What follows belongs to an exercise in optimizing a design on an open flow for small area; a production flow would make more cautious choices.
Where RTL was checked, it was by simulation tests only, not by an equivalence proof against the original.
Function not checked in run 2: the RTL went through the layout flow alone.
Power and IR drop assume default switching activity.

==> flow/design.v (outline; a module is shown in full before it is edited, if it fits) <==
// module Processor: 1987 lines
module Processor(rst, CLK, regDisplay, proceed, LEDG, out);
  // ...
==> flow/flow/run.sh <==
#!/bin/bash
# Own layout flow: the standard synthesis, then the combinational logic of its
# netlist is re-optimised with ABC (flip-flops kept as they are), then the rest of
# the standard flow, with single-drive buffers on the ports.
set -euo pipefail
W=$(pwd)
YOSYS=$FLOW_HOME/../tools/install/yosys/bin/yosys
R=$W/orfs/results/$FLOW_PLATFORM/Processor/base
bash standard.sh synth > $W/flow_synth.log 2>&1
cp $R/1_2_yosys.v $W/std_1_2_yosys.v
RS_LIB=$FLOW_HOME/platforms/$FLOW_PLATFORM/lib/sky130_fd_sc_hd__tt_025C_1v80.lib \
RS_IN=$W/std_1_2_yosys.v RS_OUT=$R/1_2_yosys.v RS_T=${RS_T:-60} \
  $YOSYS -c $W/flow/resynth.tcl > $W/flow_resynth.log 2>&1
export BUFFER_PORTS_ARGS="-buffer_cell sky130_fd_sc_hd__buf_1"
bash standard.sh finish > $W/flow_finish.log 2>&1
==> flow/flow/resynth.tcl <==
# Re-optimise the combinational logic of the standard synthesis netlist, keeping
# every flip-flop instance (name, cell type and connections) as it is.
yosys -import
set lib $::env(RS_LIB)
set in  $::env(RS_IN)
set out $::env(RS_OUT)
set T   $::env(RS_T)
read_liberty -ignore_miss_func $lib
# flip-flops and tie cells stay as cells
foreach m [split [string trim [tee -q -s result.string select -list-mod sky130_fd_sc_hd__df* sky130_fd_sc_hd__conb_*]] "\n"] {
  blackbox $m
}
read_verilog $in
hierarchy -top Processor
flatten
opt -purge
set f [open abc_rs.script w]
puts $f "strash; &get -n; &deepsyn -T $T; &put; dch -f; map -a; topo; stime -c"
close $f
abc -liberty $lib -dont_use *lpflow* -dont_use *probe* -script abc_rs.script
read_liberty -lib -overwrite -ignore_miss_func $lib
opt_clean -purge
hilomap -singleton -hicell sky130_fd_sc_hd__conb_1 HI -locell sky130_fd_sc_hd__conb_1 LO
insbuf -buf sky130_fd_sc_hd__buf_4 A X
splitnets
opt_clean -purge
stat -liberty $lib
check -assert
write_verilog -noattr -nohex -nodec $out
==> flow/standard.sh <==
#!/bin/bash
# synth_recipe.tcl (not shown) runs the flow's synth.tcl, then flattens the netlist and writes it again
# the make line also repeats each setting of config.mk as NAME=value (left out here)
make -C /OpenROAD-flow-scripts/flow DESIGN_CONFIG=/design/flow/config.mk WORK_HOME=/design/flow/orfs CLKGATE_MAP_FILE= SYNTH_SCRIPT=/design/flow/synth_recipe.tcl "${@:-finish}"
==> flow/config.mk <==
export PLATFORM = sky130hd
export DESIGN_NAME = Processor
export DESIGN_NICKNAME = Processor
export VERILOG_FILES = /design/flow/design.v
export SDC_FILE = /design/flow/constraint.sdc
export NUM_CORES = 4
export LEC_CHECK = 0
export ABC_AREA = 1
export CAP_MARGIN = 20
export CORE_MARGIN = 2
export CORE_UTILIZATION = 40
export SLEW_MARGIN = 20
==> flow/constraint.sdc <==
create_clock -name core_clock -period 5.0 [get_ports {CLK}]
set_input_delay 1.0000 -clock core_clock [delete_from_list [all_inputs] [get_ports {CLK}]]
set_output_delay 1.0000 -clock core_clock [all_outputs]
set_load 0.01 [all_outputs]
==> results.json, run 1 <==
{
  "status": "finished clean",
  "rsz0062_at_grt": "no",
  "grt_max_degree": 22,
  "grt_first_pass_wirelength_mm": 7.521,
  "place_ws_ns": 1.334,
  "htree_levels": 1,
  "nNonClkInverters": 53,
  "placed_cells": 357,
  "place_hpwl_mm": 3.547,
  "fin_nets": 318,
  "pin_count": 28,
  "core-area_mm2": 0.004444,
  "required_ns": 4.00,
  "r2r_end": "k[13]",
  "fin_cells": 361,
  "top_layer": "met4",
  "grt_overflow": 0,
  "final-nonclk-buf-share_pct": 4.429,
  "dr.pass1.iters": 4,
  "reg2regPathDepth": 22,
  "cts-root-buf": "clkbuf_8",
  "synth_warnings": 1,
  "critPathTopFamily": "compound AO/OA/AOI/OAI gates",
  "top_usage_layer": "met2",
  "min_to": "k[13]",
  "worst_setup_path_end_kind": "output pin",
  "power.group.top": "combinational cells",
  "layout_min_cycle_time_ns": 3.964,
  "p_clk_uw": 115,
  "synthCells": 298,
  "worst_path_largest_cell_delay_ns": 0.40,
  "cts_sinks": 24
}
==> run 2, diff against run 1 <==
==> flow/design.v (replaced) <==
module Processor(rst, CLK, regDisplay, proceed, LEDG, out);
  input rst;
  wire rst;
  input CLK;
  wire CLK;
  input [2:0] regDisplay;
  wire [2:0] regDisplay;
  input [2:0] proceed;
  wire [2:0] proceed;
  output [3:0] LEDG;
  wire [3:0] LEDG;
  output [15:0] out;
  wire [15:0] out;
  wire _0176_;
  wire _0177_;
  wire _0178_;
  wire _0179_;
  wire _0180_;
  wire _0181_;
  wire _0182_;
  wire _0183_;
  wire _0184_;
  wire _0185_;
  wire _0186_;
  wire _0187_;
  wire _0188_;
  wire _0189_;
  wire _0190_;
  wire _0191_;
  wire _0192_;
  wire _0193_;
  wire _0194_;
  wire _0195_;
  wire _0196_;
  wire _0197_;
  wire _0198_;
  wire _0199_;
  wire _0200_;
  wire _0201_;
  wire _0202_;
  wire _0203_;
  wire _0204_;
  wire _0205_;
  wire _0206_;
  wire _0207_;
  wire _0208_;
  wire _0209_;
  wire _0210_;
  wire _0211_;
  wire _0212_;
  wire _0213_;
  wire _0214_;
  wire _0215_;
  wire _0216_;
  wire _0217_;
  wire _0218_;
  wire _0219_;
  wire _0220_;
  wire _0221_;
  wire _0222_;
  wire _0223_;
  wire _0224_;
  wire _0225_;
  wire _0226_;
  wire _0227_;
  wire _0228_;
  wire _0229_;
  wire _0230_;
  wire _0231_;
  wire _0232_;
  wire _0233_;
  wire _0234_;
  wire _0235_;
  wire _0236_;
  wire _0237_;
  wire _0238_;
  wire _0239_;
  wire _0240_;
  wire _0241_;
  wire _0242_;
  wire _0243_;
  wire _0244_;
  wire _0245_;
  wire _0246_;
  wire _0247_;
  wire _0248_;
  wire _0249_;
  wire _0250_;
  wire _0251_;
  wire _0252_;
  wire _0253_;
  wire _0254_;
  wire _0255_;
  wire _0256_;
  wire _0257_;
  wire _0258_;
  wire _0259_;
  wire _0260_;
  wire _0261_;
  wire _0262_;
  wire _0263_;
  wire _0264_;
  wire _0265_;
  wire _0266_;
  wire _0267_;
  wire _0268_;
  wire _0269_;
  wire _0270_;
  wire _0271_;
  wire _0272_;
  wire _0273_;
  wire _0274_;
  wire _0275_;
  wire _0276_;
  wire _0277_;
  wire _0278_;
  wire _0279_;
  wire _0280_;
  wire _0281_;
  wire _0282_;
  wire _0283_;
  wire _0284_;
  wire _0285_;
  wire _0286_;
  wire _0287_;
  wire _0288_;
  wire _0289_;
  wire _0290_;
  wire _0291_;
  wire _0292_;
  wire _0293_;
  wire _0294_;
  wire _0295_;
  wire _0296_;
  wire _0297_;
  wire _0298_;
  wire _0299_;
  wire _0300_;
  wire _0301_;
  wire _0302_;
  wire _0303_;
  wire _0304_;
  wire _0305_;
  wire _0306_;
  wire _0307_;
  wire _0308_;
  wire _0309_;
  wire _0310_;
  wire _0311_;
  wire _0312_;
  wire _0313_;
  wire _0314_;
  wire _0315_;
  wire _0316_;
  wire _0317_;
  wire _0318_;
  wire _0319_;
  wire _0320_;
  wire _0321_;
  wire _0322_;
  wire _0323_;
  wire _0324_;
  wire _0325_;
  wire _0326_;
  wire _0327_;
  wire _0328_;
  wire _0329_;
  wire _0330_;
  wire _0331_;
  wire _0332_;
  wire _0333_;
  wire _0334_;
  wire _0335_;
  wire _0336_;
  wire _0337_;
  wire _0338_;
  wire _0339_;
  wire _0340_;
  wire _0341_;
  wire _0342_;
  wire _0343_;
  wire _0344_;
  wire _0345_;
  wire _0346_;
  wire _0347_;
  wire _0348_;
  wire _0349_;
  wire _0350_;
  wire _0351_;
  wire _0352_;
  wire _0353_;
  wire _0354_;
  wire _0355_;
  wire _0356_;
  wire _0357_;
  wire _0358_;
  wire _0359_;
  wire _0360_;
  wire _0361_;
  wire _0362_;
  wire _0363_;
  wire _0364_;
  wire _0365_;
  wire _0366_;
  wire _0367_;
  wire _0368_;
  wire _0369_;
  wire _0370_;
  wire _0371_;
  wire _0372_;
  wire _0373_;
  wire _0374_;
  wire _0375_;
  wire _0376_;
  wire _0377_;
  wire _0378_;
  wire _0379_;
  wire _0380_;
  wire _0381_;
  wire _0382_;
  wire _0383_;
  wire _0384_;
  wire _0385_;
  wire _0386_;
  wire _0387_;
  wire _0388_;
  wire _0389_;
  wire _0390_;
  wire _0391_;
  wire _0392_;
  wire _0393_;
  wire _0394_;
  wire _0395_;
  wire _0396_;
  wire _0397_;
  wire _0398_;
  wire _0399_;
  wire _0400_;
  wire _0401_;
  wire _0402_;
  wire _0403_;
  wire _0404_;
  wire _0405_;
  wire _0406_;
  wire _0407_;
  wire _0408_;
  wire _0409_;
  wire _0410_;
  wire _0411_;
  wire _0412_;
  wire _0413_;
  wire _0414_;
  wire _0415_;
  wire _0416_;
  wire _0417_;
  wire _0418_;
  wire _0419_;
  wire _0420_;
  wire _0421_;
  wire _0422_;
  wire _0423_;
  wire _0424_;
  wire _0425_;
  wire _0426_;
  wire _0427_;
  wire _0428_;
  wire _0429_;
  wire _0430_;
  wire _0431_;
  wire _0432_;
  wire _0433_;
  wire _0434_;
  wire _0435_;
  wire _0436_;
  wire _0437_;
  wire _0438_;
  wire _0439_;
  wire _0440_;
  wire _0441_;
  wire _0442_;
  wire _0443_;
  wire _0444_;
  wire _0445_;
  wire _0446_;
  wire _0447_;
  wire _0448_;
  wire _0449_;
  wire _0450_;
  wire _0451_;
  wire _0452_;
  wire _0453_;
  wire _0454_;
  wire _0455_;
  wire _0456_;
  wire _0457_;
  wire _0458_;
  wire _0459_;
  wire _0460_;
  wire _0461_;
  wire _0462_;
  wire _0463_;
  wire _0464_;
  wire _0465_;
  wire _0466_;
  wire _0467_;
  wire _0468_;
  wire _0469_;
  wire _0470_;
  wire _0471_;
  wire _0472_;
  wire _0473_;
  wire _0474_;
  wire _0475_;
  wire _0476_;
  wire _0477_;
  wire _0478_;
  wire _0479_;
  wire _0480_;
  wire _0481_;
  wire _0482_;
  wire _0483_;
  wire _0484_;
  wire _0485_;
  wire _0486_;
  wire _0487_;
  wire _0488_;
  wire _0489_;
  wire _0490_;
  wire _0491_;
  wire _0492_;
  wire _0493_;
  wire _0494_;
  wire _0495_;
  wire _0496_;
  wire _0497_;
  wire _0498_;
  wire _0499_;
  wire _0500_;
  wire _0501_;
  wire _0502_;
  wire _0503_;
  wire _0504_;
  wire _0505_;
  wire _0506_;
  wire _0507_;
  wire _0508_;
  wire _0509_;
  wire _0510_;
  wire _0511_;
  wire _0512_;
  wire _0513_;
  wire _0514_;
  wire _0515_;
  wire _0516_;
  wire _0517_;
  wire _0518_;
  wire _0519_;
  wire _0520_;
  wire _0521_;
  wire _0522_;
  wire _0523_;
  wire _0524_;
  wire _0525_;
  wire _0526_;
  wire _0527_;
  wire _0528_;
  wire _0529_;
  wire _0530_;
  wire _0531_;
  wire _0532_;
  wire _0533_;
  wire _0534_;
  wire _0535_;
  wire _0536_;
  wire _0537_;
  wire _0538_;
  wire _0539_;
  wire _0540_;
  wire _0541_;
  wire _0542_;
  wire _0543_;
  wire _0544_;
  wire _0545_;
  wire _0546_;
  wire _0547_;
  wire _0548_;
  wire _0549_;
  wire _0550_;
  wire _0551_;
  wire _0552_;
  wire _0553_;
  wire _0554_;
  wire _0555_;
  wire _0556_;
  wire _0557_;
  wire _0558_;
  wire _0559_;
  wire _0560_;
  wire _0561_;
  wire _0562_;
  wire _0563_;
  wire _0564_;
  wire _0565_;
  wire _0566_;
  wire _0567_;
  wire _0568_;
  wire _0569_;
  wire _0570_;
  wire _0571_;
  wire _0572_;
  wire _0573_;
  wire _0574_;
  wire _0575_;
  wire _0576_;
  wire _0577_;
  wire _0578_;
  wire _0579_;
  wire _0580_;
  wire _0581_;
  wire _0582_;
  wire _0583_;
  wire _0584_;
  wire _0585_;
  wire _0586_;
  wire _0587_;
  wire _0588_;
  wire _0589_;
  wire _0590_;
  wire _0591_;
  wire _0592_;
  wire _0593_;
  wire _0594_;
  wire _0595_;
  wire _0596_;
  wire _0597_;
  wire _0598_;
  wire _0599_;
  wire _0600_;
  wire _0601_;
  wire _0602_;
  wire _0603_;
  wire _0604_;
  wire _0605_;
  wire _0606_;
  wire _0607_;
  wire _0608_;
  wire _0609_;
  wire _0610_;
  wire _0611_;
  wire _0612_;
  wire _0613_;
  wire _0614_;
  wire _0615_;
  wire _0616_;
  wire _0617_;
  wire _0618_;
  wire _0619_;
  wire _0620_;
  wire _0621_;
  wire _0622_;
  wire _0623_;
  wire _0624_;
  wire _0625_;
  wire _0626_;
  wire _0627_;
  wire _0628_;
  wire _0629_;
  wire _0630_;
  wire _0631_;
  wire _0632_;
  wire _0633_;
  wire _0634_;
  wire _0635_;
  wire _0636_;
  wire _0637_;
  wire _0638_;
  wire _0639_;
  wire _0640_;
  wire _0641_;
  wire _0642_;
  wire _0643_;
  wire _0644_;
  wire _0645_;
  wire _0646_;
  wire _0647_;
  wire _0648_;
  wire _0649_;
  wire _0650_;
  wire _0651_;
  wire _0652_;
  wire _0653_;
  wire _0654_;
  wire _0655_;
  wire _0656_;
  wire _0657_;
  wire _0658_;
  wire _0659_;
  wire _0660_;
  wire _0661_;
  wire _0662_;
  wire _0663_;
  wire _0664_;
  wire _0665_;
  wire _0666_;
  wire _0667_;
  wire _0668_;
  wire _0669_;
  wire _0670_;
  wire _0671_;
  wire _0672_;
  wire _0673_;
  wire _0674_;
  wire _0675_;
  wire _0676_;
  wire _0677_;
  wire _0678_;
  wire _0679_;
  wire _0680_;
  wire _0681_;
  wire _0682_;
  wire _0683_;
  wire _0684_;
  wire _0685_;
  wire _0686_;
  wire _0687_;
  wire _0688_;
  wire _0689_;
  wire _0690_;
  wire _0691_;
  wire _0692_;
  wire _0693_;
  wire _0694_;
  wire _0695_;
  wire _0696_;
  wire _0697_;
  wire _0698_;
  wire _0699_;
  wire _0700_;
  wire _0701_;
  wire _0702_;
  wire _0703_;
  wire _0704_;
  wire _0705_;
  wire _0706_;
  wire _0707_;
  wire _0708_;
  wire _0709_;
  wire _0710_;
  wire _0711_;
  wire _0712_;
  wire _0713_;
  wire _0714_;
  wire _0715_;
  wire _0716_;
  wire _0717_;
  wire _0718_;
  wire _0719_;
  wire _0720_;
  wire _0721_;
  wire _0722_;
  wire _0723_;
  wire _0724_;
  wire _0725_;
  wire _0726_;
  wire _0727_;
  wire _0728_;
  wire _0729_;
  wire _0730_;
  wire _0731_;
  wire _0732_;
  wire _0733_;
  wire _0734_;
  wire _0735_;
  wire _0736_;
  wire _0737_;
  wire _0738_;
  wire _0739_;
  wire _0740_;
  wire _0741_;
  wire _0742_;
  wire _0743_;
  wire _0744_;
  wire _0745_;
  wire _0746_;
  wire _0747_;
  wire _0748_;
  wire _0749_;
  wire _0750_;
  wire _0751_;
  wire _0752_;
  wire _0753_;
  wire _0754_;
  wire _0755_;
  wire _0756_;
  wire _0757_;
  wire _0758_;
  wire _0759_;
  wire _0760_;
  wire _0761_;
  wire _0762_;
  wire _0763_;
  wire _0764_;
  wire _0765_;
  wire _0766_;
  wire _0767_;
  wire _0768_;
  wire _0769_;
  wire _0770_;
  wire _0771_;
  wire _0772_;
  wire _0773_;
  wire _0774_;
  wire _0775_;
  wire _0776_;
  wire _0777_;
  wire _0778_;
  wire _0779_;
  wire _0780_;
  wire _0781_;
  wire _0782_;
  wire _0783_;
  wire _0784_;
  wire _0785_;
  wire _0786_;
  wire _0787_;
  wire _0788_;
  wire _0789_;
  wire _0790_;
  wire _0791_;
  wire _0792_;
  wire _0793_;
  wire _0794_;
  wire _0795_;
  wire _0796_;
  wire _0797_;
  wire _0798_;
  wire _0799_;
  wire _0800_;
  wire _0155_;
  wire _0156_;
  wire _0157_;
  wire _0158_;
  wire _0159_;
  wire _0160_;
  wire _0161_;
  wire _0162_;
  wire _0163_;
  wire _0164_;
  wire _0165_;
  wire _0166_;
  wire _0167_;
  wire _0168_;
  wire _0169_;
  wire _0170_;
  wire _0171_;
  wire _0172_;
  wire _0173_;
  wire _0174_;
  wire _0175_;
  reg \m[2] ;
  reg \m[1] ;
  reg \m[0] ;
  reg \s ;
  reg \k[5] ;
  reg \k[13] ;
  reg \k[6] ;
  wire n0_ ;
  wire n1_ ;
  reg \k[8] ;
  reg \k[7] ;
  reg \k[11] ;
  reg \k[12] ;
  reg \k[9] ;
  reg \k[10] ;
  wire n2_ ;
  wire n3_ ;
  wire n4_ ;
  wire n5_ ;
  wire n6_ ;
  reg \k[3] ;
  reg \k[2] ;
  wire n7_ ;
  wire n8_ ;
  reg \k[4] ;
  reg \nf ;
  wire n9_ ;
  reg \k[1] ;
  wire n10_ ;
  wire n11_ ;
  wire n12_ ;
  wire n13_ ;
  reg \k[0] ;
  reg \m[3] ;
  reg \m[4] ;
  wire n14_ ;
  wire n15_ ;
  wire n16_ ;
  wire n17_ ;
  wire n18_ ;
  reg \rdp[0] ;
  wire n19_ ;
  wire n20_ ;
  wire n21_ ;
  wire n22_ ;
  wire n23_ ;
  wire n24_ ;
  reg \m[5] ;
  wire n25_ ;
  wire n26_ ;
  wire n27_ ;
  wire n28_ ;
  reg \rdp[1] ;
  reg \rdp[2] ;
  wire n29_ ;
  wire n30_ ;
  wire n31_ ;
  wire n32_ ;
  wire n33_ ;
  wire n34_ ;
  wire n35_ ;
  wire n36_ ;
  wire n37_ ;
  wire n38_ ;
  wire n39_ ;
  wire n40_ ;
  wire n41_ ;
  wire n42_ ;
  wire n43_ ;
  wire n44_ ;
  wire n45_ ;
  wire n46_ ;
  wire n47_ ;
  wire n48_ ;
  wire n49_ ;
  wire n50_ ;
  wire n51_ ;
  wire n52_ ;
  wire n53_ ;
  wire n54_ ;
  wire n55_ ;
  wire n56_ ;
  wire n57_ ;
  wire n58_ ;
  wire n59_ ;
  wire n60_ ;
  wire n61_ ;
  wire n62_ ;
  wire n63_ ;
  wire n64_ ;
  wire n65_ ;
  wire n66_ ;
  wire n67_ ;
  wire n68_ ;
  wire n69_ ;
  wire n70_ ;
  wire n71_ ;
  wire n72_ ;
  wire n73_ ;
  wire n74_ ;
  wire n75_ ;
  wire n76_ ;
  wire n77_ ;
  wire n78_ ;
  wire n79_ ;
  wire n80_ ;
  wire n81_ ;
  wire n82_ ;
  wire n83_ ;
  wire n84_ ;
  wire n85_ ;
  wire n86_ ;
  wire n87_ ;
  wire n88_ ;
  wire n89_ ;
  wire n90_ ;
  wire n91_ ;
  wire n92_ ;
  wire n93_ ;
  wire n94_ ;
  wire n95_ ;
  wire n96_ ;
  wire n97_ ;
  wire n98_ ;
  wire n99_ ;
  wire n100_ ;
  wire n101_ ;
  wire n102_ ;
  wire n103_ ;
  wire n104_ ;
  wire n105_ ;
  wire n106_ ;
  wire n107_ ;
  wire n108_ ;
  wire n109_ ;
  wire n110_ ;
  wire n111_ ;
  wire n112_ ;
  wire n113_ ;
  wire n114_ ;
  wire n115_ ;
  wire n116_ ;
  wire n117_ ;
  wire n118_ ;
  wire n119_ ;
  wire n120_ ;
  wire n121_ ;
  wire n122_ ;
  wire n123_ ;
  wire n124_ ;
  wire n125_ ;
  wire n126_ ;
  wire n127_ ;
  wire n128_ ;
  wire n129_ ;
  wire n130_ ;
  wire n131_ ;
  wire n132_ ;
  wire n133_ ;
  wire n134_ ;
  wire n135_ ;
  wire n136_ ;
  wire n137_ ;
  wire n138_ ;
  wire n139_ ;
  wire n140_ ;
  wire n141_ ;
  wire n142_ ;
  wire n143_ ;
  wire n144_ ;
  wire n145_ ;
  wire n146_ ;
  wire n147_ ;
  wire n148_ ;
  wire n149_ ;
  wire n150_ ;
  wire n151_ ;
  wire n152_ ;
  wire n153_ ;
  wire n154_ ;
  wire n155_ ;
  wire n156_ ;
  wire n157_ ;
  wire n158_ ;
  wire n159_ ;
  wire n160_ ;
  wire n161_ ;
  wire n162_ ;
  wire n163_ ;
  wire n164_ ;
  wire n165_ ;
  wire n166_ ;
  wire n167_ ;
  wire n168_ ;
  wire n169_ ;
  wire n170_ ;
  wire n171_ ;
  wire n172_ ;
  assign n14_  = _0176_ | _0177_;
  assign _0176_ = ~\m[2]  ;
  assign _0177_ = ~\m[1]  ;
  assign n15_  = _0178_ & _0179_;
  assign _0178_ = ~\m[0]  ;
  assign _0179_ = ~\s  ;
  assign n16_  = ~\m[2]  ;
  assign n0_  = _0180_ & _0181_;
  assign _0180_ = ~\k[5]  ;
  assign _0181_ = ~\k[13]  ;
  assign n1_  = ~\k[6]  ;
  assign n5_  = _0182_ | _0183_;
  assign _0182_ = ~n0_ ;
  assign _0183_ = ~n1_ ;
  assign n2_  = _0184_ & _0185_;
  assign _0184_ = ~\k[8]  ;
  assign _0185_ = ~\k[7]  ;
  assign n3_  = _0186_ & _0187_;
  assign _0186_ = ~\k[11]  ;
  assign _0187_ = ~\k[12]  ;
  assign n4_  = _0188_ & _0189_;
  assign _0188_ = ~\k[9]  ;
  assign _0189_ = ~\k[10]  ;
  assign _0193_ = _0190_ | _0191_;
  assign n6_  = _0193_ | _0192_;
  assign _0190_ = ~n2_ ;
  assign _0191_ = ~n3_ ;
  assign _0192_ = ~n4_ ;
  assign n12_  = _0194_ & _0195_;
  assign _0194_ = ~n5_ ;
  assign _0195_ = ~n6_ ;
  assign n7_  = ~\k[3]  ;
  assign n8_  = ~\k[2]  ;
  assign n10_  = _0196_ | _0197_;
  assign _0196_ = ~n7_ ;
  assign _0197_ = ~n8_ ;
  assign n9_  = _0198_ & _0199_;
  assign _0198_ = ~\k[4]  ;
  assign _0199_ = ~\nf  ;
  assign n11_  = ~n9_ ;
  assign _0203_ = _0200_ & _0201_;
  assign n13_  = _0203_ & _0202_;
  assign _0200_ = ~\k[1]  ;
  assign _0201_ = ~n10_ ;
  assign _0202_ = ~n11_ ;
  assign _0207_ = _0204_ | _0205_;
  assign n17_  = _0207_ | _0206_;
  assign _0204_ = ~n12_ ;
  assign _0205_ = ~n13_ ;
  assign _0206_ = ~\k[0]  ;
  assign n18_  = _0208_ & _0209_;
  assign _0208_ = ~\m[3]  ;
  assign _0209_ = ~\m[4]  ;
  assign _0215_ = _0210_ & _0211_;
  assign _0216_ = _0212_ & _0213_;
  assign _0217_ = _0215_ | _0216_;
  assign n29_  = _0217_ | _0214_;
  assign _0210_ = ~n16_ ;
  assign _0211_ = ~n17_ ;
  assign _0212_ = ~n14_ ;
  assign _0213_ = ~n15_ ;
  assign _0214_ = ~n18_ ;
  assign n22_  = ~\rdp[0]  ;
  assign n19_  = _0218_ & _0219_;
  assign _0218_ = ~\m[2]  ;
  assign _0219_ = ~\m[1]  ;
  assign n20_  = _0220_ | _0221_;
  assign _0220_ = ~\m[0]  ;
  assign _0221_ = ~\s  ;
  assign n21_  = ~\m[4]  ;
  assign _0226_ = _0222_ & _0223_;
  assign _0227_ = _0224_ & _0225_;
  assign n23_  = _0226_ | _0227_;
  assign _0222_ = ~n19_ ;
  assign _0223_ = ~n21_ ;
  assign _0224_ = ~n20_ ;
  assign _0225_ = ~n21_ ;
  assign n24_  = _0228_ | _0229_;
  assign _0228_ = ~\m[3]  ;
  assign _0229_ = ~\m[4]  ;
  assign _0233_ = _0230_ & _0231_;
  assign n27_  = _0233_ | _0232_;
  assign _0230_ = ~n22_ ;
  assign _0231_ = ~n23_ ;
  assign _0232_ = ~n24_ ;
  assign n25_  = _0234_ & _0235_;
  assign _0234_ = ~\m[5]  ;
  assign _0235_ = ~n24_ ;
  assign n26_  = ~\m[0]  ;
  assign _0239_ = _0236_ | _0237_;
  assign n28_  = _0239_ | _0238_;
  assign _0236_ = ~n25_ ;
  assign _0237_ = ~n26_ ;
  assign _0238_ = ~n19_ ;
  assign n30_  = _0240_ | _0241_;
  assign _0240_ = ~n27_ ;
  assign _0241_ = ~n28_ ;
  assign _0245_ = _0242_ & _0243_;
  assign n31_  = _0245_ & _0244_;
  assign _0242_ = ~\rdp[1]  ;
  assign _0243_ = ~\m[5]  ;
  assign _0244_ = ~\rdp[2]  ;
  assign _0252_ = _0246_ & _0247_;
  assign _0253_ = _0248_ & _0249_;
  assign _0254_ = _0250_ & _0251_;
  assign _0255_ = _0252_ | _0253_;
  assign n34_  = _0255_ | _0254_;
  assign _0246_ = ~n29_ ;
  assign _0247_ = ~\k[0]  ;
  assign _0248_ = ~n30_ ;
  assign _0249_ = ~\k[0]  ;
  assign _0250_ = ~n31_ ;
  assign _0251_ = ~\k[0]  ;
  assign _0260_ = _0256_ | _0257_;
  assign _0261_ = _0260_ | _0258_;
  assign n32_  = _0261_ | _0259_;
  assign _0256_ = ~n29_ ;
  assign _0257_ = ~\k[0]  ;
  assign _0258_ = ~n30_ ;
  assign _0259_ = ~n31_ ;
  assign n33_  = ~\k[1]  ;
  assign n35_  = _0262_ | _0263_;
  assign _0262_ = ~n32_ ;
  assign _0263_ = ~n33_ ;
  assign n62_  = _0264_ & _0265_;
  assign _0264_ = ~n34_ ;
  assign _0265_ = ~n35_ ;
  assign n36_  = n33_  | n32_ ;
  assign n40_  = _0266_ | _0267_;
  assign _0266_ = ~n36_ ;
  assign _0267_ = ~n35_ ;
  assign _0271_ = _0268_ | _0269_;
  assign n37_  = _0271_ | _0270_;
  assign _0268_ = ~n29_ ;
  assign _0269_ = ~n30_ ;
  assign _0270_ = ~n31_ ;
  assign n38_  = ~\k[0]  ;
  assign n39_  = _0272_ | _0273_;
  assign _0272_ = ~n37_ ;
  assign _0273_ = ~n38_ ;
  assign n41_  = _0274_ | _0275_;
  assign _0274_ = ~n39_ ;
  assign _0275_ = ~\k[2]  ;
  assign _0279_ = _0276_ | _0277_;
  assign n42_  = _0279_ | _0278_;
  assign _0276_ = ~n40_ ;
  assign _0277_ = ~n7_ ;
  assign _0278_ = ~n41_ ;
  assign n43_  = _0280_ | _0281_;
  assign _0280_ = ~n35_ ;
  assign _0281_ = ~\k[3]  ;
  assign n44_  = _0282_ | _0283_;
  assign _0282_ = ~n42_ ;
  assign _0283_ = ~n43_ ;
  assign n45_  = ~\k[4]  ;
  assign n53_  = _0284_ | _0285_;
  assign _0284_ = ~n44_ ;
  assign _0285_ = ~n45_ ;
  assign n54_  = ~\rdp[2]  ;
  assign n50_  = _0286_ & _0287_;
  assign _0286_ = ~\k[1]  ;
  assign _0287_ = ~n39_ ;
  assign n46_  = _0288_ | _0289_;
  assign _0288_ = ~n39_ ;
  assign _0289_ = ~\k[1]  ;
  assign n47_  = ~n10_ ;
  assign n51_  = _0290_ | _0291_;
  assign _0290_ = ~n46_ ;
  assign _0291_ = ~n47_ ;
  assign n48_  = _0292_ | _0293_;
  assign _0292_ = ~n46_ ;
  assign _0293_ = ~n8_ ;
  assign _0297_ = _0294_ & _0295_;
  assign n49_  = _0297_ | _0296_;
  assign _0294_ = ~n10_ ;
  assign _0295_ = ~n35_ ;
  assign _0296_ = ~n45_ ;
  assign _0298_ = n48_  & \k[3]  ;
  assign n52_  = _0298_ | n49_ ;
  assign _0302_ = _0299_ & _0300_;
  assign n55_  = _0302_ | _0301_;
  assign _0299_ = ~n50_ ;
  assign _0300_ = ~n51_ ;
  assign _0301_ = ~n52_ ;
  assign _0306_ = _0303_ | _0304_;
  assign n57_  = _0306_ | _0305_;
  assign _0303_ = ~n53_ ;
  assign _0304_ = ~n54_ ;
  assign _0305_ = ~n55_ ;
  assign n56_  = ~n12_ ;
  assign n58_  = _0307_ & _0308_;
  assign _0307_ = ~\rdp[1]  ;
  assign _0308_ = ~n56_ ;
  assign _0311_ = n57_  | _0309_;
  assign n63_  = _0311_ | _0310_;
  assign _0309_ = ~n22_ ;
  assign _0310_ = ~n58_ ;
  assign _0315_ = _0312_ & _0313_;
  assign n60_  = _0315_ | _0314_;
  assign _0312_ = ~n8_ ;
  assign _0313_ = ~n46_ ;
  assign _0314_ = ~n51_ ;
  assign _0319_ = _0316_ & _0317_;
  assign n59_  = _0319_ & _0318_;
  assign _0316_ = ~\rdp[1]  ;
  assign _0317_ = ~n56_ ;
  assign _0318_ = ~n52_ ;
  assign _0323_ = _0320_ | _0321_;
  assign n61_  = _0323_ | _0322_;
  assign _0320_ = ~n59_ ;
  assign _0321_ = ~n22_ ;
  assign _0322_ = ~n54_ ;
  assign _0328_ = _0324_ & _0325_;
  assign _0329_ = _0326_ & _0327_;
  assign n64_  = _0328_ | _0329_;
  assign _0324_ = ~n36_ ;
  assign _0325_ = ~n61_ ;
  assign _0326_ = ~n60_ ;
  assign _0327_ = ~n61_ ;
  assign _0330_ = n62_  & \k[2]  ;
  assign _0331_ = _0330_ & n39_ ;
  assign _0332_ = _0331_ & n64_ ;
  assign _0333_ = n63_  & \k[2]  ;
  assign _0334_ = _0333_ & n39_ ;
  assign _0335_ = _0334_ & n64_ ;
  assign n170_  = _0332_ | _0335_;
  assign _0336_ = n62_  & n64_ ;
  assign _0337_ = n63_  & n64_ ;
  assign n65_  = _0336_ | _0337_;
  assign n167_  = _0338_ & _0339_;
  assign _0338_ = ~n63_ ;
  assign _0339_ = ~n65_ ;
  assign _0342_ = n38_  & _0340_;
  assign _0343_ = _0341_ & n28_ ;
  assign _0155_ = _0342_ | _0343_;
  assign _0340_ = ~n28_ ;
  assign _0341_ = ~n38_ ;
  assign n66_  = _0344_ & _0345_;
  assign _0344_ = ~n38_ ;
  assign _0345_ = ~n28_ ;
  assign n67_  = _0346_ | _0347_;
  assign _0346_ = ~n66_ ;
  assign _0347_ = ~\k[1]  ;
  assign _0352_ = _0348_ & _0349_;
  assign _0353_ = _0352_ & _0350_;
  assign n68_  = _0353_ & _0351_;
  assign _0348_ = ~n45_ ;
  assign _0349_ = ~n7_ ;
  assign _0350_ = ~n8_ ;
  assign _0351_ = ~n67_ ;
  assign n69_  = _0354_ | _0355_;
  assign _0354_ = ~n68_ ;
  assign _0355_ = ~\k[5]  ;
  assign n70_  = _0356_ & _0357_;
  assign _0356_ = ~n1_ ;
  assign _0357_ = ~n69_ ;
  assign n72_  = _0358_ & _0359_;
  assign _0358_ = ~\k[7]  ;
  assign _0359_ = ~n70_ ;
  assign n71_  = _0360_ | _0361_;
  assign _0360_ = ~n70_ ;
  assign _0361_ = ~\k[7]  ;
  assign n73_  = ~n71_ ;
  assign _0162_ = _0362_ & _0363_;
  assign _0362_ = ~n72_ ;
  assign _0363_ = ~n73_ ;
  assign n76_  = ~\k[10]  ;
  assign n74_  = ~\k[8]  ;
  assign n75_  = _0364_ & _0365_;
  assign _0364_ = ~n74_ ;
  assign _0365_ = ~n71_ ;
  assign n77_  = _0366_ | _0367_;
  assign _0366_ = ~n75_ ;
  assign _0367_ = ~\k[9]  ;
  assign n78_  = _0368_ & _0369_;
  assign _0368_ = ~n76_ ;
  assign _0369_ = ~n77_ ;
  assign _0372_ = \k[11]   & _0370_;
  assign _0373_ = _0371_ & n78_ ;
  assign _0166_ = _0372_ | _0373_;
  assign _0370_ = ~n78_ ;
  assign _0371_ = ~\k[11]  ;
  assign _0378_ = _0374_ & _0375_;
  assign _0379_ = _0376_ & _0377_;
  assign n79_  = _0378_ | _0379_;
  assign _0374_ = ~n78_ ;
  assign _0375_ = ~\k[12]  ;
  assign _0376_ = ~\k[11]  ;
  assign _0377_ = ~\k[12]  ;
  assign _0380_ = n78_  & \k[11]  ;
  assign n80_  = _0380_ & \k[12]  ;
  assign _0167_ = _0381_ & _0382_;
  assign _0381_ = ~n79_ ;
  assign _0382_ = ~n80_ ;
  assign _0387_ = _0383_ & _0384_;
  assign _0388_ = _0385_ & _0386_;
  assign n81_  = _0387_ | _0388_;
  assign _0383_ = ~n75_ ;
  assign _0384_ = ~\k[10]  ;
  assign _0385_ = ~\k[9]  ;
  assign _0386_ = ~\k[10]  ;
  assign _0165_ = _0389_ & _0390_;
  assign _0389_ = ~n81_ ;
  assign _0390_ = ~n78_ ;
  assign _0393_ = \k[13]   & _0391_;
  assign _0394_ = _0392_ & n80_ ;
  assign _0168_ = _0393_ | _0394_;
  assign _0391_ = ~n80_ ;
  assign _0392_ = ~\k[13]  ;
  assign n82_  = _0395_ & _0396_;
  assign _0395_ = ~\k[8]  ;
  assign _0396_ = ~n73_ ;
  assign _0163_ = _0397_ & _0398_;
  assign _0397_ = ~n75_ ;
  assign _0398_ = ~n82_ ;
  assign n83_  = _0399_ & _0400_;
  assign _0399_ = ~n14_ ;
  assign _0400_ = ~n26_ ;
  assign n84_  = ~n83_ ;
  assign n85_  = _0401_ & _0402_;
  assign _0401_ = ~n24_ ;
  assign _0402_ = ~n84_ ;
  assign n86_  = ~\m[5]  ;
  assign n88_  = _0403_ | _0404_;
  assign _0403_ = ~n85_ ;
  assign _0404_ = ~n86_ ;
  assign _0408_ = _0405_ & _0406_;
  assign n89_  = _0408_ | _0407_;
  assign _0405_ = ~n24_ ;
  assign _0406_ = ~n84_ ;
  assign _0407_ = ~\m[5]  ;
  assign n87_  = _0409_ | _0410_;
  assign _0409_ = ~n19_ ;
  assign _0410_ = ~n26_ ;
  assign _0414_ = _0411_ & _0412_;
  assign n90_  = _0414_ & _0413_;
  assign _0411_ = ~\m[3]  ;
  assign _0412_ = ~n21_ ;
  assign _0413_ = ~n87_ ;
  assign _0419_ = _0415_ & _0416_;
  assign _0420_ = _0417_ & _0418_;
  assign _0174_ = _0419_ | _0420_;
  assign _0415_ = ~n88_ ;
  assign _0416_ = ~n90_ ;
  assign _0417_ = ~n89_ ;
  assign _0418_ = ~n90_ ;
  assign n92_  = ~n52_ ;
  assign n91_  = _0421_ | _0422_;
  assign _0421_ = ~n25_ ;
  assign _0422_ = ~n16_ ;
  assign n93_  = ~n91_ ;
  assign _0426_ = _0423_ | _0424_;
  assign n96_  = _0426_ | _0425_;
  assign _0423_ = ~n92_ ;
  assign _0424_ = ~n60_ ;
  assign _0425_ = ~n93_ ;
  assign _0430_ = _0427_ & _0428_;
  assign n94_  = _0430_ | _0429_;
  assign _0427_ = ~\k[2]  ;
  assign _0428_ = ~n50_ ;
  assign _0429_ = ~n46_ ;
  assign n95_  = _0431_ | _0432_;
  assign _0431_ = ~n94_ ;
  assign _0432_ = ~n36_ ;
  assign _0436_ = _0433_ & _0434_;
  assign n97_  = _0436_ | _0435_;
  assign _0433_ = ~n22_ ;
  assign _0434_ = ~n95_ ;
  assign _0435_ = ~\rdp[1]  ;
  assign _0449_ = _0437_ & _0438_;
  assign _0450_ = _0439_ & _0440_;
  assign _0451_ = _0441_ & _0442_;
  assign _0452_ = _0443_ & _0444_;
  assign _0453_ = _0445_ & _0446_;
  assign _0454_ = _0447_ & _0448_;
  assign _0455_ = _0449_ | _0450_;
  assign _0456_ = _0455_ | _0451_;
  assign _0457_ = _0456_ | _0452_;
  assign _0458_ = _0457_ | _0453_;
  assign n115_  = _0458_ | _0454_;
  assign _0437_ = ~n57_ ;
  assign _0438_ = ~n22_ ;
  assign _0439_ = ~n57_ ;
  assign _0440_ = ~n95_ ;
  assign _0441_ = ~n96_ ;
  assign _0442_ = ~n22_ ;
  assign _0443_ = ~n97_ ;
  assign _0444_ = ~n22_ ;
  assign _0445_ = ~n96_ ;
  assign _0446_ = ~n95_ ;
  assign _0447_ = ~n97_ ;
  assign _0448_ = ~n95_ ;
  assign n98_  = ~\m[1]  ;
  assign n99_  = _0459_ & _0460_;
  assign _0459_ = ~n98_ ;
  assign _0460_ = ~n26_ ;
  assign _0467_ = _0461_ & _0462_;
  assign _0468_ = _0467_ & _0463_;
  assign _0469_ = _0464_ & _0465_;
  assign _0470_ = _0469_ & _0466_;
  assign n100_  = _0468_ | _0470_;
  assign _0461_ = ~n98_ ;
  assign _0462_ = ~n15_ ;
  assign _0463_ = ~n99_ ;
  assign _0464_ = ~\s  ;
  assign _0465_ = ~n15_ ;
  assign _0466_ = ~n99_ ;
  assign n101_  = _0471_ | _0472_;
  assign _0471_ = ~n100_ ;
  assign _0472_ = ~n93_ ;
  assign _0476_ = _0473_ & _0474_;
  assign n102_  = _0476_ & _0475_;
  assign _0473_ = ~\rdp[0]  ;
  assign _0474_ = ~\k[2]  ;
  assign _0475_ = ~n38_ ;
  assign _0480_ = _0477_ | _0478_;
  assign n103_  = _0480_ | _0479_;
  assign _0477_ = ~n101_ ;
  assign _0478_ = ~\rdp[2]  ;
  assign _0479_ = ~n102_ ;
  assign n104_  = _0481_ | _0482_;
  assign _0481_ = ~n93_ ;
  assign _0482_ = ~\rdp[1]  ;
  assign _0487_ = _0483_ & _0484_;
  assign _0488_ = _0485_ & _0486_;
  assign n105_  = _0487_ | _0488_;
  assign _0483_ = ~n103_ ;
  assign _0484_ = ~n56_ ;
  assign _0485_ = ~n104_ ;
  assign _0486_ = ~n56_ ;
  assign n116_  = _0489_ | _0490_;
  assign _0489_ = ~n92_ ;
  assign _0490_ = ~n105_ ;
  assign n106_  = _0491_ | _0492_;
  assign _0491_ = ~n57_ ;
  assign _0492_ = ~n96_ ;
  assign _0496_ = _0493_ | _0494_;
  assign n117_  = _0496_ | _0495_;
  assign _0493_ = ~n106_ ;
  assign _0494_ = ~\rdp[0]  ;
  assign _0495_ = ~n58_ ;
  assign _0500_ = _0497_ | _0498_;
  assign n107_  = _0500_ | _0499_;
  assign _0497_ = ~n33_ ;
  assign _0498_ = ~n38_ ;
  assign _0499_ = ~n8_ ;
  assign _0505_ = _0501_ & _0502_;
  assign _0506_ = _0503_ & _0504_;
  assign n108_  = _0505_ | _0506_;
  assign _0501_ = ~n107_ ;
  assign _0502_ = ~\k[4]  ;
  assign _0503_ = ~\k[3]  ;
  assign _0504_ = ~\k[4]  ;
  assign _0512_ = _0507_ & _0508_;
  assign _0513_ = _0512_ & _0509_;
  assign _0514_ = _0513_ | _0510_;
  assign n112_  = _0514_ | _0511_;
  assign _0507_ = ~\k[1]  ;
  assign _0508_ = ~n10_ ;
  assign _0509_ = ~n101_ ;
  assign _0510_ = ~n12_ ;
  assign _0511_ = ~n108_ ;
  assign _0519_ = _0515_ & _0516_;
  assign _0520_ = _0517_ & _0518_;
  assign n109_  = _0519_ | _0520_;
  assign _0515_ = ~n101_ ;
  assign _0516_ = ~\nf  ;
  assign _0517_ = ~\k[2]  ;
  assign _0518_ = ~\nf  ;
  assign _0527_ = _0521_ & _0522_;
  assign _0528_ = _0523_ & _0524_;
  assign _0529_ = _0525_ & _0526_;
  assign _0530_ = _0527_ | _0528_;
  assign n113_  = _0530_ | _0529_;
  assign _0521_ = ~\rdp[0]  ;
  assign _0522_ = ~n109_ ;
  assign _0523_ = ~\k[2]  ;
  assign _0524_ = ~n109_ ;
  assign _0525_ = ~n101_ ;
  assign _0526_ = ~n109_ ;
  assign _0534_ = _0531_ & _0532_;
  assign n110_  = _0534_ | _0533_;
  assign _0531_ = ~\k[0]  ;
  assign _0532_ = ~n101_ ;
  assign _0533_ = ~n22_ ;
  assign _0538_ = _0535_ & _0536_;
  assign n111_  = _0538_ | _0537_;
  assign _0535_ = ~n7_ ;
  assign _0536_ = ~n50_ ;
  assign _0537_ = ~n42_ ;
  assign _0543_ = _0539_ & _0540_;
  assign _0544_ = _0541_ & _0542_;
  assign n114_  = _0543_ | _0544_;
  assign _0539_ = ~n47_ ;
  assign _0540_ = ~n111_ ;
  assign _0541_ = ~n110_ ;
  assign _0542_ = ~n111_ ;
  assign _0550_ = _0545_ & _0546_;
  assign _0551_ = _0550_ & _0547_;
  assign _0552_ = _0551_ | _0548_;
  assign n118_  = _0552_ | _0549_;
  assign _0545_ = ~n112_ ;
  assign _0546_ = ~n113_ ;
  assign _0547_ = ~n114_ ;
  assign _0548_ = ~\rdp[1]  ;
  assign _0549_ = ~n54_ ;
  assign _0555_ = _0553_ & _0554_;
  assign n119_  = _0555_ | n63_ ;
  assign _0553_ = ~n34_ ;
  assign _0554_ = ~n35_ ;
  assign _0561_ = _0556_ & _0557_;
  assign _0562_ = _0561_ | _0558_;
  assign _0563_ = _0562_ | _0559_;
  assign n164_  = _0563_ | _0560_;
  assign _0556_ = ~n115_ ;
  assign _0557_ = ~n116_ ;
  assign _0558_ = ~n117_ ;
  assign _0559_ = ~n118_ ;
  assign _0560_ = ~n119_ ;
  assign n120_  = _0564_ & _0565_;
  assign _0564_ = ~\m[2]  ;
  assign _0565_ = ~n99_ ;
  assign _0572_ = _0566_ & _0567_;
  assign _0573_ = _0568_ & _0569_;
  assign _0574_ = _0570_ & _0571_;
  assign _0575_ = _0572_ | _0573_;
  assign n121_  = _0575_ | _0574_;
  assign _0566_ = ~\m[2]  ;
  assign _0567_ = ~n120_ ;
  assign _0568_ = ~\m[1]  ;
  assign _0569_ = ~n120_ ;
  assign _0570_ = ~n24_ ;
  assign _0571_ = ~n120_ ;
  assign _0579_ = _0576_ & _0577_;
  assign n146_  = _0579_ & _0578_;
  assign _0576_ = ~\m[5]  ;
  assign _0577_ = ~n18_ ;
  assign _0578_ = ~n121_ ;
  assign _0584_ = _0580_ & _0581_;
  assign _0585_ = _0582_ & _0583_;
  assign n122_  = _0584_ | _0585_;
  assign _0580_ = ~n68_ ;
  assign _0581_ = ~\k[6]  ;
  assign _0582_ = ~\k[5]  ;
  assign _0583_ = ~\k[6]  ;
  assign _0161_ = _0586_ & _0587_;
  assign _0586_ = ~n122_ ;
  assign _0587_ = ~n70_ ;
  assign _0590_ = \k[1]   & _0588_;
  assign _0591_ = _0589_ & n66_ ;
  assign _0156_ = _0590_ | _0591_;
  assign _0588_ = ~n66_ ;
  assign _0589_ = ~\k[1]  ;
  assign _0594_ = \k[5]   & _0592_;
  assign _0595_ = _0593_ & n68_ ;
  assign _0160_ = _0594_ | _0595_;
  assign _0592_ = ~n68_ ;
  assign _0593_ = ~\k[5]  ;
  assign n123_  = ~\m[3]  ;
  assign _0596_ = n21_  & n14_ ;
  assign _0597_ = _0596_ | n123_ ;
  assign n133_  = _0597_ | n120_ ;
  assign n129_  = _0598_ | _0599_;
  assign _0598_ = ~n18_ ;
  assign _0599_ = ~n98_ ;
  assign n126_  = _0600_ | _0601_;
  assign _0600_ = ~n123_ ;
  assign _0601_ = ~proceed[1];
  assign _0604_ = _0602_ & _0603_;
  assign _0605_ = proceed[2] & \m[4]  ;
  assign n124_  = _0604_ | _0605_;
  assign _0602_ = ~proceed[2];
  assign _0603_ = ~\m[4]  ;
  assign n125_  = _0606_ & _0607_;
  assign _0606_ = ~proceed[1];
  assign _0607_ = ~n123_ ;
  assign n127_  = _0608_ | _0609_;
  assign _0608_ = ~n124_ ;
  assign _0609_ = ~n125_ ;
  assign _0613_ = _0610_ & _0611_;
  assign n128_  = _0613_ | _0612_;
  assign _0610_ = ~proceed[2];
  assign _0611_ = ~n126_ ;
  assign _0612_ = ~n127_ ;
  assign _0617_ = _0614_ | _0615_;
  assign n130_  = _0617_ | _0616_;
  assign _0614_ = ~n128_ ;
  assign _0615_ = ~n16_ ;
  assign _0616_ = ~proceed[0];
  assign _0623_ = _0618_ & _0619_;
  assign _0624_ = _0623_ | _0620_;
  assign _0625_ = _0624_ | _0621_;
  assign n131_  = _0625_ | _0622_;
  assign _0618_ = ~n26_ ;
  assign _0619_ = ~n19_ ;
  assign _0620_ = ~n86_ ;
  assign _0621_ = ~n129_ ;
  assign _0622_ = ~n130_ ;
  assign n132_  = _0626_ | _0627_;
  assign _0626_ = ~n131_ ;
  assign _0627_ = ~n28_ ;
  assign _0631_ = _0628_ & _0629_;
  assign n134_  = _0631_ | _0630_;
  assign _0628_ = ~n98_ ;
  assign _0629_ = ~n18_ ;
  assign _0630_ = ~n132_ ;
  assign n135_  = _0632_ & _0633_;
  assign _0632_ = ~n133_ ;
  assign _0633_ = ~n134_ ;
  assign _0636_ = _0634_ & _0635_;
  assign n136_  = _0636_ & n124_ ;
  assign _0634_ = ~proceed[0];
  assign _0635_ = ~n125_ ;
  assign n137_  = _0637_ | _0638_;
  assign _0637_ = ~n135_ ;
  assign _0638_ = ~n136_ ;
  assign n140_  = _0639_ | _0640_;
  assign _0639_ = ~n137_ ;
  assign _0640_ = ~n84_ ;
  assign n138_  = _0641_ | _0642_;
  assign _0641_ = ~n90_ ;
  assign _0642_ = ~\m[5]  ;
  assign n139_  = _0643_ | _0644_;
  assign _0643_ = ~n138_ ;
  assign _0644_ = ~n123_ ;
  assign n141_  = _0645_ & _0646_;
  assign _0645_ = ~n139_ ;
  assign _0646_ = ~n140_ ;
  assign _0651_ = _0647_ & _0648_;
  assign _0652_ = _0649_ & _0650_;
  assign _0172_ = _0651_ | _0652_;
  assign _0647_ = ~\m[3]  ;
  assign _0648_ = ~n141_ ;
  assign _0649_ = ~n140_ ;
  assign _0650_ = ~n141_ ;
  assign n142_  = _0653_ | _0654_;
  assign _0653_ = ~n133_ ;
  assign _0654_ = ~n86_ ;
  assign _0658_ = _0655_ & _0656_;
  assign n172_  = _0658_ & _0657_;
  assign _0655_ = ~n123_ ;
  assign _0656_ = ~n120_ ;
  assign _0657_ = ~n142_ ;
  assign _0665_ = _0659_ & _0660_;
  assign _0666_ = _0661_ & _0662_;
  assign _0667_ = _0663_ & _0664_;
  assign _0668_ = _0665_ | _0666_;
  assign n143_  = _0668_ | _0667_;
  assign _0659_ = ~n123_ ;
  assign _0660_ = ~n142_ ;
  assign _0661_ = ~n120_ ;
  assign _0662_ = ~n142_ ;
  assign _0663_ = ~\m[4]  ;
  assign _0664_ = ~n142_ ;
  assign _0673_ = _0669_ | _0670_;
  assign _0674_ = _0673_ | _0671_;
  assign n144_  = _0674_ | _0672_;
  assign _0669_ = ~n17_ ;
  assign _0670_ = ~n123_ ;
  assign _0671_ = ~\m[0]  ;
  assign _0672_ = ~n19_ ;
  assign n145_  = _0675_ | _0676_;
  assign _0675_ = ~n143_ ;
  assign _0676_ = ~n144_ ;
  assign n147_  = _0677_ & _0678_;
  assign _0677_ = ~\m[4]  ;
  assign _0678_ = ~n145_ ;
  assign _0683_ = _0679_ & _0680_;
  assign _0684_ = _0681_ & _0682_;
  assign n171_  = _0683_ | _0684_;
  assign _0679_ = ~n146_ ;
  assign _0680_ = ~n147_ ;
  assign _0681_ = ~n145_ ;
  assign _0682_ = ~n147_ ;
  assign n148_  = _0685_ | _0686_;
  assign _0685_ = ~n136_ ;
  assign _0686_ = ~n126_ ;
  assign _0693_ = _0687_ & _0688_;
  assign _0694_ = _0689_ & _0690_;
  assign _0695_ = _0691_ & _0692_;
  assign _0696_ = _0693_ | _0694_;
  assign n149_  = _0696_ | _0695_;
  assign _0687_ = ~\m[2]  ;
  assign _0688_ = ~n131_ ;
  assign _0689_ = ~n24_ ;
  assign _0690_ = ~n131_ ;
  assign _0691_ = ~n148_ ;
  assign _0692_ = ~n131_ ;
  assign _0701_ = _0697_ & _0698_;
  assign _0702_ = _0699_ & _0700_;
  assign _0175_ = _0701_ | _0702_;
  assign _0697_ = ~n149_ ;
  assign _0698_ = ~n134_ ;
  assign _0699_ = ~n26_ ;
  assign _0700_ = ~n134_ ;
  assign n154_  = _0703_ & _0704_;
  assign _0703_ = ~\k[2]  ;
  assign _0704_ = ~n40_ ;
  assign _0709_ = _0705_ | _0706_;
  assign _0710_ = _0709_ | _0707_;
  assign n151_  = _0710_ | _0708_;
  assign _0705_ = ~n59_ ;
  assign _0706_ = ~n22_ ;
  assign _0707_ = ~n54_ ;
  assign _0708_ = ~n111_ ;
  assign n150_  = _0711_ | _0712_;
  assign _0711_ = ~n111_ ;
  assign _0712_ = ~n54_ ;
  assign n152_  = _0713_ | _0714_;
  assign _0713_ = ~n150_ ;
  assign _0714_ = ~\rdp[0]  ;
  assign _0718_ = _0715_ | _0716_;
  assign n155_  = _0718_ | _0717_;
  assign _0715_ = ~n151_ ;
  assign _0716_ = ~n59_ ;
  assign _0717_ = ~n152_ ;
  assign n153_  = _0719_ & _0720_;
  assign _0719_ = ~n109_ ;
  assign _0720_ = ~n114_ ;
  assign _0726_ = _0721_ & _0722_;
  assign _0727_ = _0726_ | _0723_;
  assign _0728_ = _0727_ | _0724_;
  assign n156_  = _0728_ | _0725_;
  assign _0721_ = ~n112_ ;
  assign _0722_ = ~n153_ ;
  assign _0723_ = ~\rdp[1]  ;
  assign _0724_ = ~\rdp[0]  ;
  assign _0725_ = ~n54_ ;
  assign _0733_ = _0729_ & _0730_;
  assign _0734_ = _0733_ | _0731_;
  assign n165_  = _0734_ | _0732_;
  assign _0729_ = ~n154_ ;
  assign _0730_ = ~n155_ ;
  assign _0731_ = ~n156_ ;
  assign _0732_ = ~n119_ ;
  assign _0738_ = _0735_ & _0736_;
  assign n158_  = _0738_ & _0737_;
  assign _0735_ = ~n7_ ;
  assign _0736_ = ~n8_ ;
  assign _0737_ = ~n67_ ;
  assign n157_  = _0739_ & _0740_;
  assign _0739_ = ~n8_ ;
  assign _0740_ = ~n67_ ;
  assign n159_  = _0741_ & _0742_;
  assign _0741_ = ~\k[3]  ;
  assign _0742_ = ~n157_ ;
  assign _0158_ = _0743_ & _0744_;
  assign _0743_ = ~n158_ ;
  assign _0744_ = ~n159_ ;
  assign n160_  = _0745_ & _0746_;
  assign _0745_ = ~\k[4]  ;
  assign _0746_ = ~n158_ ;
  assign _0159_ = _0747_ & _0748_;
  assign _0747_ = ~n68_ ;
  assign _0748_ = ~n160_ ;
  assign _0753_ = _0749_ & _0750_;
  assign _0754_ = _0751_ & _0752_;
  assign _0171_ = _0753_ | _0754_;
  assign _0749_ = ~n120_ ;
  assign _0750_ = ~n140_ ;
  assign _0751_ = ~n138_ ;
  assign _0752_ = ~n140_ ;
  assign n161_  = _0755_ & _0756_;
  assign _0755_ = ~\m[4]  ;
  assign _0756_ = ~n83_ ;
  assign _0765_ = _0757_ & _0758_;
  assign _0766_ = _0765_ & _0759_;
  assign _0767_ = _0766_ & _0760_;
  assign _0768_ = _0761_ & _0762_;
  assign _0769_ = _0768_ & _0763_;
  assign _0770_ = _0769_ & _0764_;
  assign _0173_ = _0767_ | _0770_;
  assign _0757_ = ~n135_ ;
  assign _0758_ = ~n18_ ;
  assign _0759_ = ~n85_ ;
  assign _0760_ = ~n161_ ;
  assign _0761_ = ~n136_ ;
  assign _0762_ = ~n18_ ;
  assign _0763_ = ~n85_ ;
  assign _0764_ = ~n161_ ;
  assign _0774_ = _0771_ & _0772_;
  assign n166_  = _0774_ | _0773_;
  assign _0771_ = ~n43_ ;
  assign _0772_ = ~n155_ ;
  assign _0773_ = ~n119_ ;
  assign _0775_ = n134_  & n26_ ;
  assign _0776_ = _0775_ & n138_ ;
  assign _0169_ = _0776_ | n149_ ;
  assign _0781_ = _0777_ & _0778_;
  assign _0782_ = _0779_ & _0780_;
  assign n162_  = _0781_ | _0782_;
  assign _0777_ = ~n66_ ;
  assign _0778_ = ~\k[2]  ;
  assign _0779_ = ~\k[1]  ;
  assign _0780_ = ~\k[2]  ;
  assign _0157_ = _0783_ & _0784_;
  assign _0783_ = ~n162_ ;
  assign _0784_ = ~n157_ ;
  assign n169_  = ~n151_ ;
  assign n168_  = _0785_ & _0786_;
  assign _0785_ = ~n95_ ;
  assign _0786_ = ~n61_ ;
  assign _0789_ = \k[9]   & _0787_;
  assign _0790_ = _0788_ & n75_ ;
  assign _0164_ = _0789_ | _0790_;
  assign _0787_ = ~n75_ ;
  assign _0788_ = ~\k[9]  ;
  assign _0794_ = _0791_ & _0792_;
  assign n163_  = _0794_ | _0793_;
  assign _0791_ = ~\m[0]  ;
  assign _0792_ = ~n93_ ;
  assign _0793_ = ~n131_ ;
  assign _0799_ = _0795_ & _0796_;
  assign _0800_ = _0797_ & _0798_;
  assign _0170_ = _0799_ | _0800_;
  assign _0795_ = ~n163_ ;
  assign _0796_ = ~n99_ ;
  assign _0797_ = ~n98_ ;
  assign _0798_ = ~n99_ ;
  assign out = { 4'h0, n170_ , n65_ , n169_ , n65_ , n64_ , n168_ , 2'h0, n167_ , n166_ , n165_ , n164_  };
  assign LEDG = { n172_ , n171_ , n145_ , n146_  };
  always @(posedge CLK, negedge rst)
    if (!rst) \k[0]  <= 1'b1;
    else \k[0]  <= _0155_ ;
  always @(posedge CLK, negedge rst)
    if (!rst) \k[10]  <= 1'b0;
    else \k[10]  <= _0165_ ;
  always @(posedge CLK, negedge rst)
    if (!rst) \k[11]  <= 1'b0;
    else \k[11]  <= _0166_ ;
  always @(posedge CLK, negedge rst)
    if (!rst) \k[12]  <= 1'b0;
    else \k[12]  <= _0167_ ;
  always @(posedge CLK, negedge rst)
    if (!rst) \k[13]  <= 1'b0;
    else \k[13]  <= _0168_ ;
  always @(posedge CLK, negedge rst)
    if (!rst) \k[1]  <= 1'b0;
    else \k[1]  <= _0156_ ;
  always @(posedge CLK, negedge rst)
    if (!rst) \k[2]  <= 1'b0;
    else \k[2]  <= _0157_ ;
  always @(posedge CLK, negedge rst)
    if (!rst) \k[3]  <= 1'b0;
    else \k[3]  <= _0158_ ;
  always @(posedge CLK, negedge rst)
    if (!rst) \k[4]  <= 1'b0;
    else \k[4]  <= _0159_ ;
  always @(posedge CLK, negedge rst)
    if (!rst) \k[5]  <= 1'b0;
    else \k[5]  <= _0160_ ;
  always @(posedge CLK, negedge rst)
    if (!rst) \k[6]  <= 1'b0;
    else \k[6]  <= _0161_ ;
  always @(posedge CLK, negedge rst)
    if (!rst) \k[7]  <= 1'b0;
    else \k[7]  <= _0162_ ;
  always @(posedge CLK, negedge rst)
    if (!rst) \k[8]  <= 1'b0;
    else \k[8]  <= _0163_ ;
  always @(posedge CLK, negedge rst)
    if (!rst) \k[9]  <= 1'b0;
    else \k[9]  <= _0164_ ;
  always @(posedge CLK, negedge rst)
    if (!rst) \m[0]  <= 1'b0;
    else \m[0]  <= _0169_ ;
  always @(posedge CLK, negedge rst)
    if (!rst) \m[1]  <= 1'b0;
    else \m[1]  <= _0170_ ;
  always @(posedge CLK, negedge rst)
    if (!rst) \m[2]  <= 1'b0;
    else \m[2]  <= _0171_ ;
  always @(posedge CLK, negedge rst)
    if (!rst) \m[3]  <= 1'b0;
    else \m[3]  <= _0172_ ;
  always @(posedge CLK, negedge rst)
    if (!rst) \m[4]  <= 1'b0;
    else \m[4]  <= _0173_ ;
  always @(posedge CLK, negedge rst)
    if (!rst) \m[5]  <= 1'b0;
    else \m[5]  <= _0174_ ;
  always @(posedge CLK, negedge rst)
    if (!rst) \nf  <= 1'b0;
    else \nf  <= n11_ ;
  always @(posedge CLK)
    \rdp[0]  <= regDisplay[0] ;
  always @(posedge CLK)
    \rdp[1]  <= regDisplay[1] ;
  always @(posedge CLK)
    \rdp[2]  <= regDisplay[2] ;
  always @(posedge CLK, negedge rst)
    if (!rst) \s  <= 1'b0;
    else \s  <= _0175_ ;
endmodule
==> flow/flow/run.sh (replaced) <==
#!/bin/bash
# Own layout flow:
#  1. the standard synthesis (standard.sh synth);
#  2. the combinational logic of that netlist is re-optimised with ABC (&deepsyn with
#     a few seeds in parallel, area mapping); flip-flops are kept as they are, with
#     their names, cell types and connections; the smallest result is used;
#  3. the rest of the standard flow, with single-drive buffers on the ports.
set -euo pipefail
W=$(pwd)
YOSYS=$FLOW_HOME/../tools/install/yosys/bin/yosys
R=$W/orfs/results/$FLOW_PLATFORM/Processor/base
LIB=$FLOW_HOME/platforms/$FLOW_PLATFORM/lib/sky130_fd_sc_hd__tt_025C_1v80.lib
T=${RS_T:-300}
bash standard.sh synth > $W/flow_synth.log 2>&1
cp $R/1_2_yosys.v $W/std_1_2_yosys.v
mkdir -p $W/rs
pids=()
for S in 1 2 3 4; do
  RS_LIB=$LIB RS_IN=$W/std_1_2_yosys.v RS_OUT=$W/rs/out_$S.v RS_TAG=$S \
  RS_SCRIPT="strash; &get -n; &deepsyn -T $T -S $S; &put; dch -f; map -D ${RS_D:-1600}; topo; stime -c" \
    $YOSYS -c $W/flow/resynth.tcl > $W/rs/resynth_$S.log 2>&1 &
  pids+=($!)
done
for p in "${pids[@]}"; do wait $p || true; done
best=""; barea=""
for S in 1 2 3 4; do
  [[ -f $W/rs/out_$S.v && -f $W/stat_$S.txt ]] || continue
  a=$(grep "Chip area" $W/stat_$S.txt | awk '{print $NF}')
  if [[ -z "$best" ]] || awk "BEGIN{exit !($a < $barea)}"; then best=$S; barea=$a; fi
done
echo "resynthesis: seed $best, area $barea" > $W/flow_resynth_choice.log
if [[ -n "$best" ]]; then cp $W/rs/out_$best.v $R/1_2_yosys.v; fi
export BUFFER_PORTS_ARGS="-buffer_cell sky130_fd_sc_hd__buf_1"
export SKIP_REPAIR_TIE_FANOUT=1
export CTS_ARGS="-sink_clustering_enable -repair_clock_nets -dont_use_dummy_load"
bash standard.sh finish > $W/flow_finish.log 2>&1
==> flow/flow/resynth.tcl (replaced) <==
# Re-optimise the combinational logic of the standard synthesis netlist, keeping
# every flip-flop instance (name, cell type and connections) as it is.
yosys -import
set lib $::env(RS_LIB)
set in  $::env(RS_IN)
set out $::env(RS_OUT)

set scr $::env(RS_SCRIPT)
set tag $::env(RS_TAG)
read_liberty -ignore_miss_func $lib
# flip-flops and tie cells stay as cells
foreach m [split [string trim [tee -q -s result.string select -list-mod sky130_fd_sc_hd__df* sky130_fd_sc_hd__conb_*]] "\n"] {
  blackbox $m
}
read_verilog $in
hierarchy -top Processor
flatten
opt -purge
set f [open abc_rs_$tag.script w]
puts $f $scr
close $f
abc -liberty $lib -dont_use *lpflow* -dont_use *probe* -script abc_rs_$tag.script
read_liberty -lib -overwrite -ignore_miss_func $lib
opt_clean -purge
hilomap -singleton -hicell sky130_fd_sc_hd__conb_1 HI -locell sky130_fd_sc_hd__conb_1 LO
insbuf -buf sky130_fd_sc_hd__buf_1 A X
splitnets
opt_clean -purge
tee -o stat_$tag.txt stat -liberty $lib
check -assert
write_verilog -noattr -nohex -nodec $out
==> run 2 against run 1 <==
  * Clock power about the same
  * Sequential power decreased by 7.0%
  * Sequential cell count increased by 1
  * Power decreased by 24%
  * Global-route usage decreased by 0.44 points
  * Wire length decreased by 19%
  * Critical path depth increased by 1
  * Clock-buffer cell count decreased by 1
  * Combinational power decreased by 35%
  * Maximum frequency decreased by 13%
  * Critical path type unchanged
  * Critical endpoint is now out[11]
  * Largest power group unchanged
==> results.json, run 2 <==
{
  "critPathLaunch": "m[4]",
  "antenna_found_initial": 0,
  "power_frac_comb_pct": 53.3,
  "largestRegisters": "k: 14 flops, m: 6 flops, rdp: 3 flops",
  "fill_cells": 434,
  "holdCritPathClass": "reg -> reg",
  "cts_sinks": 25,
  "tightest_slew_ns": 0.7112,
  "layout_common_cells": "nor2_1, clkinv_1, nand2_1",
  "largest_register": "k",
  "detail-route-antenna-nets": 0,
  "worst_setup_path_start_kind": "flip-flop",
  "drive_gt1_share_pct": 5.242,
  "grt_pass1_vias": 1462,
  "syn_area_mm2": 0.001637,
  "largest_reg_flops": 14,
  "multi_input_area_um2": 825.8,
  "powerDensity_mw_per_mm2": 512.6,
  "p_int_uw": 458.1,
  "cts_max_path_buffers": 2,
  "finalPower_uw": 897.9,
  "core-area_mm2": 0.003971,
  "layout_commonest_cell": "nor2_1",
  "wl_per_cell_um": 12.13,
  "p_clk_share_pct": 12.9,
  "dpl_cell_area_mm2": 0.001710,
  "synthCells": 243,
  "worst_setup_path_end_kind": "output pin",
  "tritoncts": "built",
  "hold_buffers": 0,
  "io_buffers": 21,
  "critical_path_class": "reg -> out",
  "layout_min_cycle_time_ns": 4.541,
  "final_cell_area_mm2": 0.001752,
  "fin_cells": 298,
  "fin_crit_sh_pct": 90.82,
  "power_switching_uw": 439.8,
  "synth_area_per_cell_um2": 6.735,
  "hp-start": "k[13]",
  "reg2reg_from": "m[4]",
  "cap_violations": 0,
  "status": "finished clean",
  "grt_overflow": 0,
  "cp_max_fo": 7,
  "fin_skew_ns": 0.006782,
  "setup_violations": 0,
  "crit_arrival_ns": 3.54,
  "die_h_um": 67.97,
  "fin_nets": 258,
  "vias": 1568,
  "diodes": 0,
  "viasPerCell": 5.262,
  "routed_wl_mm": 3.615,
  "insertion_delay_ns": 0.27,
  "pin_count": 28,
  "swShare_pct": 48.98,
  "slew_headroom_pct": 52.15,
  "die_w_um": 67.97,
  "rsz0062_at_grt": "no",
  "fin_setup_tns_ns": 0,
  "drt-initial-drc-count": 123,
  "cts_resized": 0,
  "grt_max_degree": 23,
  "cts_setup_buffers": 0,
  "hold_viol": 0,
  "start_util_pct": 41.21,
  "leakage_uw": 0.0007502,
  "area_growth_pct": 7.034,
  "peakVddDrop_mv": 0.2317,
  "grt_usage_pct": 17.60,
  "report.final.slew_viol_count": 0,
  "rows": 23,
  "gp_congestion": 0.8662,
  "crit_path_top_delay_cell": "dfrtp_1",
  "seq_area_um2": 611.8,
  "seq_power_share_pct": 33.8,
  "placed_cells": 295,
  "worst_path_largest_cell_delay_ns": 0.49,
  "cts_buffers": 3,
  "drt_drc_violations_left": 0,
  "synth_warnings": 1,
  "max_freq_mhz": 220.2,
  "grt_first_pass_wirelength_mm": 6.182,
  "worstPathCellList": "nand2_1, nor2_1, nand3_1, a21oi_1, o21ai_0, or2_2, or2_2, nand2_1, nand3_1, o221ai_1, nor2_1, o21ai_0, nand2_1, nor2_1, buf_1",
  "die_area_mm2": 0.004619,
  "ff2ff_setup_slack_ns": 1.64,
  "required_ns": 4.00,
  "htree_levels": 1,
  "cts-root-buf": "clkbuf_8",
  "path_clk_slew_ns": 0.09,
  "place_hpwl_mm": 2.852,
  "dr.pass1.iters": 4
}
## run 2: worst paths after layout
path                            depth (start not counted)       to
max in group asynchronous                               2     k[0]
worst min-delay path                                    1    k[13]
min in group asynchronous                               2    k[11]
worst max-delay path                                   15  out[11]
worst max register to register                         13    k[13]
worst min register to register                          1    k[13]
## run 2: critical path: cells and delay by family (launching register included)
kind            cells  cell delay, ns
simple gates       10            1.76
compound gates      4            0.87
flops               1            0.49
buf+inv             1            0.15
## run 2: routing by layer
metal	global-route usage [%]	vias to the layer above	part of all wire, %	wire length [µm]
met5	0	-	0	0
li1	-	804	-	-
met1	22.08	700	48	1722
met3	2.632	8	5.6	204
met2	29.73	56	45	1612
met4	8.000	0	2.1	75
## run 2: layout make-up
type	count	share of cell area, %
inverters	33	7.071
flip-flops and latches	25	34.93
multi-input cells	165	47.14
repair buffers	22	4.929
clock buffers	3	2.357
well taps	50	3.571
## run 2: stage by stage
stage,setup slack [ns],utilization (%),hold WS (ns)
5_1_grt,0.01462,44.11,0.4844
2_1_floorplan,1.309,-,0.4326
4_1_cts,0.4706,44.11,0.4803
6_report,0.4592,44.11,0.4797
3_5_place_dp,0.7908,43.07,0.4594
3_3_place_gp,0.7671,43.07,0.4615
## run 2: power by group through the flow
stage / clock, µW / combinational [µW] / sequential, µW
final: 116 / 478 / 304
after global routing: 127 / 542 / 312
after global placement: 0 / 475 / 306
after detailed placement: 0 / 471 / 306
after floorplan: 0 / 387 / 290
after CTS: 121 / 473 / 302

what the ideal ports hide:
Ports are ideal in the flow. The routed layouts listed here were re-timed in OpenROAD. Step 1 assumes that a clkbuf_16 drives the clock port and a buf_2 every other input. Step 2 also shifts input and output timing later by t, the mid clock arrival at the registers, as if the neighbouring blocks saw the same clock. Three values: no drivers, after step 1, after step 2; two values: the first two.
run	shift t [ns]	setup slack, ns
run 1	0.283	1.036 / 1.012 / 1.270
run 2	0.290	0.459 / 0.436 / 0.726
After both steps every run listed still meets setup and hold.
